From an optimization exercise on the open Yosys and OpenROAD flow, aimed at small area and a short achievable clock period; shortcuts taken in it are not production practice.
At most, simulation tests tie the RTL to the original design; equivalence was not proved.
Power is estimated from default activity; no workload was simulated.

Setup of the previous run:
Design ternary_sum_nine, start of the top module:
module ternary_sum_nine #(
    parameter WIDTH = 32
) (
    input clk,
    input [WIDTH-1:0] i0,
    input [WIDTH-1:0] i1,
    input [WIDTH-1:0] i2,
    input [WIDTH-1:0] i3,
    input [WIDTH-1:0] i4,
    input [WIDTH-1:0] i5,
    input [WIDTH-1:0] i6,
    input [WIDTH-1:0] i7,
    input [WIDTH-1:0] i8,
    output [WIDTH+4-1:0] o
);
Settings: LEC_CHECK=0, CAP_MARGIN=20, CORE_MARGIN=2, CORE_UTILIZATION=40, SLEW_MARGIN=20; clock period 5.5 ns.
standard.sh (not shown) runs the stock make flow with config.mk's settings and CLKGATE_MAP_FILE= SYNTH_SCRIPT=/design/flow/synth_recipe.tcl, a recipe that flattens the netlist after the stock synthesis.
==> flow/flow/run.sh <==
#!/bin/bash
set -e
export BUFFER_PORTS_ARGS="-buffer_cell sky130_fd_sc_hd__buf_1"
bash standard.sh > standard.log 2>&1
The previous run: flow completed, timing, DRC and antenna clean
> inputs changed (the previous run -> the current run)
==> flow/run.sh (new file) <==
#!/bin/bash
# synth_recipe.tcl (not shown) runs the flow's synth.tcl, then flattens the netlist and writes it again
# the make line also repeats each setting of config.mk as NAME=value (left out here)
make -C /OpenROAD-flow-scripts/flow DESIGN_CONFIG=/design/flow/config.mk WORK_HOME=/design/flow/orfs CLKGATE_MAP_FILE= SYNTH_SCRIPT=/design/flow/synth_recipe.tcl finish
removed: flow/flow/run.sh
removed: flow/standard.sh
### Flow results
Fraction of area in clock buffers and inverters: the current run vs the previous run down 0.49 points. Diff the previous run -> the current run: power density relative to cell area now sits lower; combinational fraction of design power picked up an extra 1.0 points; core utilization of the finished layout went up by 8.4 points; clock-buffer cell count increased by 2 relative to the old numbers. The current run against the previous run: area overhead of the layout relative to synthesis climbed 21 points; pin count of the biggest net entering global routing closely matched the old numbers; wire length reported by the detailed router saw an increase; design area higher.
No functional check of the RTL was part of any run of this note.

---

Another version of the RTL of ternary_sum_nine (not shown whole).
==> flow/design.v (excerpt) <==
module ternary_sum_nine #(
    parameter WIDTH = 32
) (
    input clk,
    input [WIDTH-1:0] i0,
    input [WIDTH-1:0] i1,
    input [WIDTH-1:0] i2,
    input [WIDTH-1:0] i3,
    input [WIDTH-1:0] i4,
    input [WIDTH-1:0] i5,
    input [WIDTH-1:0] i6,
    input [WIDTH-1:0] i7,
    input [WIDTH-1:0] i8,
    output [WIDTH+4-1:0] o
);
wire fs0, fc0;
wire hs0, hc0;
wire fs1, fc1;
wire fs2, fc2;
wire hs1, hc1;
wire fs3, fc3;
wire fs4, fc4;
wire fs5, fc5;
wire fs6, fc6;
wire fs7, fc7;
wire fs8, fc8;
wire fs9, fc9;
wire fs10, fc10;
wire fs11, fc11;
wire fs12, fc12;
wire fs13, fc13;
wire fs14, fc14;
wire fs15, fc15;
wire fs16, fc16;
wire fs17, fc17;
wire fs18, fc18;
wire fs19, fc19;
wire fs20, fc20;
wire fs21, fc21;
wire fs22, fc22;
wire fs23, fc23;
wire fs24, fc24;
wire fs25, fc25;
wire fs26, fc26;
wire fs27, fc27;
wire fs28, fc28;
wire fs29, fc29;
wire fs30, fc30;
wire fs31, fc31;
wire fs32, fc32;
wire fs33, fc33;
wire fs34, fc34;
wire fs35, fc35;
wire fs36, fc36;
wire fs37, fc37;
wire fs38, fc38;
wire fs39, fc39;
wire fs40, fc40;
wire fs41, fc41;
wire fs42, fc42;
wire fs43, fc43;
wire fs44, fc44;
wire fs45, fc45;
wire fs46, fc46;
wire fs47, fc47;
wire fs48, fc48;
wire fs49, fc49;
wire fs50, fc50;
wire fs51, fc51;
wire fs52, fc52;
wire fs53, fc53;
wire fs54, fc54;
wire fs55, fc55;
wire fs56, fc56;
wire fs57, fc57;
wire fs58, fc58;
wire fs59, fc59;
wire fs60, fc60;
wire fs61, fc61;
wire fs62, fc62;
wire fs63, fc63;
wire fs64, fc64;
wire fs65, fc65;
wire fs66, fc66;
wire fs67, fc67;
wire fs68, fc68;
wire fs69, fc69;
wire fs70, fc70;
wire fs71, fc71;
wire fs72, fc72;
wire fs73, fc73;
wire fs74, fc74;
wire fs75, fc75;
wire fs76, fc76;
wire fs77, fc77;
wire fs78, fc78;
wire fs79, fc79;
wire fs80, fc80;
wire fs81, fc81;
wire fs82, fc82;
wire fs83, fc83;
wire fs84, fc84;
wire fs85, fc85;
wire fs86, fc86;
wire fs87, fc87;
wire fs88, fc88;
wire fs89, fc89;
wire fs90, fc90;
wire fs91, fc91;
wire fs92, fc92;
wire fs93, fc93;
wire fs94, fc94;
wire hs2, hc2;
wire fs95, fc95;
wire fs96, fc96;
wire fs97, fc97;
wire fs98, fc98;
wire fs99, fc99;
wire fs100, fc100;
  ...
export LEC_CHECK = 0
export CAP_MARGIN = 20
export CORE_MARGIN = 2
export CORE_UTILIZATION = 40
export SLEW_MARGIN = 20
create_clock -name core_clock -period 5.5 [get_ports {clk}]
==> flow/flow/run.sh <==
#!/bin/bash
set -e
export BUFFER_PORTS_ARGS="-buffer_cell sky130_fd_sc_hd__buf_1"
bash standard.sh > standard.log 2>&1
The starting point finished with timing, DRC and antenna clean.
Next try:
ABC_AREA = 1   (was default)
CORE_UTILIZATION = 60   (was 40)
CTS_BUF_LIST = sky130_fd_sc_hd__clkbuf_4   (was default)
SETUP_SLACK_MARGIN = 3.0   (was default)
After rerunning:
- clock skew is higher by 0.0083 ns
- first-iteration DRC count is higher by about 33%
- power is lower by about 7%
- via count is higher by about 11%
- clock power is lower by about 50%
- wire length is lower by about 4%
- worst hold slack gets better by 0.020 ns
- sequential cell count does not change
- setup slack gets better by 0.58 ns
Next try:
CTS_BUF_LIST = default   (was sky130_fd_sc_hd__clkbuf_4)
SETUP_SLACK_MARGIN = default   (was 3.0)
=> Critical path depth stays the same. Maximum frequency goes down by 3.7%. Via count goes up by 0.79%. Worst hold slack loses 0.032 ns. Sequential power stays flat. Setup slack loses 0.092 ns. Utilization came out higher by 2.0 points. Cell area is higher by 2.8%. Register-to-register slack loses 0.06 ns. Flip-flop and latch count stays the same.
Next try:
ABC_AREA = default   (was 1)
CTS_BUF_LIST = sky130_fd_sc_hd__clkbuf_8   (was default)
SETUP_SLACK_MARGIN = 2.9   (was default)
Effect: Die area falls by 3.7%; worst setup slack degrades by 0.26 ns; hold slack gains 0.023 ns; design area grows by about 1.2%; total power increases by about 20%; area after synthesis fell by 3.8%; synthesized cell count went down by about 22%; critical path depth grows by 3; routed wire length came out higher by 6.4%; first-iteration DRC count came out higher by about 54%; utilization is higher by 4.0 points.

==> static timing again, ports no longer ideal <==
In the flow no input, the clock included, has a driving cell. The finished layouts below were timed again as built, in two steps.
Step 1 sets driving cells, clkbuf_16 on the clock port and buf_2 on the other inputs (assumed; they add their load-dependent delay and slew).
Step 2 times the ports against the registers' clock, not the clock port: input delays grow and output delays shrink by t, the midpoint of the rising clock arrivals with the driver on.
Three values: ideal, step 1, step 2; two values: the first two.
| run | shift t [ns] | slack for setup (ns) | worst setup path at the end | slew at the worst register clock pin (ns) |
|---|---|---|---|---|
| the previous run | 0.464 | 2.406 / 2.406 / 2.406 | register to register | 0.07 / 0.07 |
| the current run | 0.457 | 2.362 / 2.362 / 2.092 | input to register | 0.06 / 0.06 |
| the first run of note 2 | 0.451 | 2.539 / 2.539 / 2.529 | input to register | 0.06 / 0.06 |
| the second run of note 2 | 0.557 | 3.117 / 3.129 / 2.572 | input to register | 0.12 / 0.12 |
| the third run of note 2 | 0.455 | 3.024 / 3.039 / 2.584 | input to register | 0.06 / 0.06 |
| the fourth run of note 2 | 0.478 | 2.764 / 2.764 / 2.552 | input to register | 0.08 / 0.08 |
After both steps setup and hold are still met in every run listed. For the second run of note 2, which loses most, drivers alone change the setup slack by +0.012 ns; drivers and shift together by -0.545 ns.
